What follows belongs to an exercise in optimizing a design on an open flow for small area; a production flow would make more cautious choices.
The RTL was checked by simulation tests, not by an equivalence proof against the original design.

run a:
==> flow/design.v (excerpt) <==
module dds_core(
    input clk,
    input rst,
    input mode,               
    input[1:0] wave_select,   
    input[11:0] freq_ctl,
    output[7:0] dac,
    output[15:0] theo_freq_bcd,
    output[15:0] freq_ctl_bcd
    );
  ...
Size: ~1200 cells after synthesis, ~0.0071 sq mm of cells after synthesis.
Settings: LEC_CHECK=0, ABC_AREA=1, CAP_MARGIN=20, CORE_MARGIN=2, CORE_UTILIZATION=45, CTS_BUF_LIST=sky130_fd_sc_hd__clkbuf_8, CTS_CLUSTER_DIAMETER=100, CTS_CLUSTER_SIZE=30, GPL_TIMING_DRIVEN=0, SLEW_MARGIN=20, SYNTH_MEMORY_MAX_BITS=65536; clock period 15.0 ns.
standard.sh (not shown) runs the stock make flow with config.mk's settings and CLKGATE_MAP_FILE= SYNTH_SCRIPT=/design/flow/synth_recipe.tcl, a recipe that flattens the netlist after the stock synthesis.
==> flow/flow/run.sh <==
#!/bin/bash
# Standard synthesis, then the combinational logic between the standard
# synthesis's registers is re-mapped by ABC with an area-oriented script
# (registers, their names and cell types are kept as they are); ABC runs
# with eight random seeds, four at a time, and the smallest netlist is kept.
# Then the standard ORFS layout from floorplan to finish.
set -euo pipefail
R=$PWD/orfs/results/sky130hd/dds_core/base
bash standard.sh synth > synth.log 2>&1
cp $R/1_2_yosys.v $R/1_2_yosys_std.v
LIB=$FLOW_HOME/platforms/sky130hd/lib/sky130_fd_sc_hd__tt_025C_1v80.lib
DU="$(sed -n "/DONT_USE_CELLS +=/,/^#/p" $FLOW_HOME/platforms/sky130hd/config.mk | grep -o "sky130_fd_sc_hd__[a-z0-9_]*" | sed "s/^/-dont_use /" | tr "\n" " ") -dont_use sky130_fd_sc_hd__fa* -dont_use sky130_fd_sc_hd__ha*"
run_seed() {
  S=$1
  sed "s/@SEED@/$S/" flow/resyn.abc > resyn_$S.abc
  cat > resyn_$S.ys <<EOF
read_liberty -ignore_miss_func $LIB
read_verilog $R/1_2_yosys_std.v
hierarchy -top $FLOW_TOP
setattr -mod -set keep_hierarchy 1 sky130_fd_sc_hd__*df*
flatten
hierarchy -top $FLOW_TOP
blackbox sky130_fd_sc_hd__*df*
delete t:\$scopeinfo
opt_clean -purge
abc -liberty $LIB $DU -script $PWD/resyn_$S.abc
opt_clean -purge
read_liberty -lib -ignore_miss_func $LIB
hilomap -singleton -hicell sky130_fd_sc_hd__conb_1 HI -locell sky130_fd_sc_hd__conb_1 LO
insbuf -buf sky130_fd_sc_hd__buf_4 A X
splitnets
opt_clean -purge
check -assert
tee -o resyn_stat_$S.log stat -liberty $LIB
write_verilog -noattr -nohex -nodec -noexpr $PWD/resyn_out_$S.v
EOF
  yosys -s resyn_$S.ys > resyn_$S.log 2>&1 || true
}
for S in 0 1 2 3; do run_seed $S & done
wait
for S in 4 5 6 7; do run_seed $S & done
wait
best=""; bestA=""
for S in 0 1 2 3 4 5 6 7; do
  A=$(grep -i "chip area for module" resyn_stat_$S.log 2>/dev/null | awk '{print $NF}')
  [ -n "$A" ] || continue
  echo "seed $S area $A" >> resyn_pick.log
  if [ -z "$best" ] || awk "BEGIN{exit !($A < $bestA)}"; then best=$S; bestA=$A; fi
done
echo "picked seed $best area $bestA" >> resyn_pick.log
cp resyn_out_$best.v $R/1_2_yosys.v
rm -f $R/1_synth.odb $R/1_synth.sdc
export BUFFER_PORTS_ARGS="-buffer_cell sky130_fd_sc_hd__buf_1"
export CTS_ARGS="-sink_clustering_enable -repair_clock_nets -dont_use_dummy_load -sink_clustering_size 30 -sink_clustering_max_diameter 100 -buf_list sky130_fd_sc_hd__clkbuf_8"
bash standard.sh > layout.log 2>&1
==> flow/flow/resyn.abc <==
strash
&get -n
&deepsyn -T 20 -S @SEED@
&put
strash
dch -f
amap -A 20 -F 4
Run a ran to completion and came out clean on the timing, DRC and antenna checks.
### run a -> run b
Settings: changing CTS_CLUSTER_SIZE from 30 to 50; changing CTS_CLUSTER_DIAMETER from 100 to 300.
==> flow/flow/run.sh <==
#!/bin/bash
# Standard synthesis, then the combinational logic between the standard
# synthesis's registers is re-mapped by ABC with an area-oriented script
# (registers, their names and cell types are kept as they are); ABC runs
# with eight random seeds, four at a time, and the smallest netlist is kept;
# a second round re-maps that netlist with four more seeds.
# Then the standard ORFS layout from floorplan to finish.
set -euo pipefail
R=$PWD/orfs/results/sky130hd/dds_core/base
bash standard.sh synth > synth.log 2>&1
cp $R/1_2_yosys.v $R/1_2_yosys_std.v
LIB=$FLOW_HOME/platforms/sky130hd/lib/sky130_fd_sc_hd__tt_025C_1v80.lib
DU="$(sed -n "/DONT_USE_CELLS +=/,/^#/p" $FLOW_HOME/platforms/sky130hd/config.mk | grep -o "sky130_fd_sc_hd__[a-z0-9_]*" | sed "s/^/-dont_use /" | tr "\n" " ") -dont_use sky130_fd_sc_hd__fa* -dont_use sky130_fd_sc_hd__ha*"
run_seed() {
  S=$1; IN=$2
  sed "s/@SEED@/$S/" flow/resyn.abc > resyn_$S.abc
  cat > resyn_$S.ys <<EOF
read_liberty -ignore_miss_func $LIB
read_verilog $IN
hierarchy -top $FLOW_TOP
setattr -mod -set keep_hierarchy 1 sky130_fd_sc_hd__*df*
flatten
hierarchy -top $FLOW_TOP
blackbox sky130_fd_sc_hd__*df*
delete t:\$scopeinfo
opt_clean -purge
abc -liberty $LIB $DU -script $PWD/resyn_$S.abc
opt_clean -purge
read_liberty -lib -ignore_miss_func $LIB
hilomap -singleton -hicell sky130_fd_sc_hd__conb_1 HI -locell sky130_fd_sc_hd__conb_1 LO
insbuf -buf sky130_fd_sc_hd__buf_4 A X
splitnets
opt_clean -purge
check -assert
tee -o resyn_stat_$S.log stat -liberty $LIB
write_verilog -noattr -nohex -nodec -noexpr $PWD/resyn_out_$S.v
EOF
  yosys -s resyn_$S.ys > resyn_$S.log 2>&1 || true
}
pick() {
  best=""; bestA=""
  for S in "$@"; do
    A=$(grep -i "chip area for module" resyn_stat_$S.log 2>/dev/null | awk '{print $NF}')
    [ -n "$A" ] || continue
    echo "seed $S area $A" >> resyn_pick.log
    if [ -z "$best" ] || awk "BEGIN{exit !($A < $bestA)}"; then best=$S; bestA=$A; fi
  done
  echo "picked seed $best area $bestA" >> resyn_pick.log
}
# round 1: from the standard synthesis netlist
for S in 0 1 2 3; do run_seed $S $R/1_2_yosys_std.v & done
wait
for S in 4 5 6 7; do run_seed $S $R/1_2_yosys_std.v & done
wait
pick 0 1 2 3 4 5 6 7
cp resyn_out_$best.v resyn_round1.v
# round 2: from the best round-1 netlist; keep it if nothing is smaller
for S in 10 11 12 13; do run_seed $S $PWD/resyn_round1.v & done
wait
pick $best 10 11 12 13
cp resyn_out_$best.v $R/1_2_yosys.v
rm -f $R/1_synth.odb $R/1_synth.sdc
export BUFFER_PORTS_ARGS="-buffer_cell sky130_fd_sc_hd__buf_1"
export CTS_ARGS="-sink_clustering_enable -repair_clock_nets -dont_use_dummy_load -sink_clustering_size 50 -sink_clustering_max_diameter 300 -buf_list sky130_fd_sc_hd__clkbuf_8"
bash standard.sh > layout.log 2>&1
### Flow results
Utilization essentially unchanged between run a and run b.
Changes observed in run b relative to run a: sum of met3 wire segment lengths after detailed routing decreased about 0.5%; number of inverters outside the clock class in the layout increased 5.6%; post-route clock period utilization increased 3.0 points.
Of run a and run b, run b shows the higher average routed wire per standard cell, with run a below it.
Fmax: run b below run a

==> what the ideal ports hide <==
In the flow no input, the clock included, has a driving cell. The finished layouts below were timed again as built, in two steps.
Step 1, drivers: a clkbuf_16 drives clk and a buf_2 each remaining input, both assumed.
Step 2, shift: input delay + t, output delay - t, t = (earliest + latest rising clock arrival at the registers) / 2. This alone moves slack from input paths to output paths.
Three values: ideal, step 1, step 2; two values: the first two.
run | shift t [ns] | slack for setup (ns) | latest minus earliest clock arrival (ns) | slew at the worst register clock pin (ns)
run a | 0.370 | 5.121 / 5.087 / 5.457 | 0.023 / 0.023 | 0.08 / 0.08
run b | 0.370 | 4.677 / 4.639 / 5.009 | 0.036 / 0.036 | 0.09 / 0.09
After both steps every run listed still meets setup and hold.
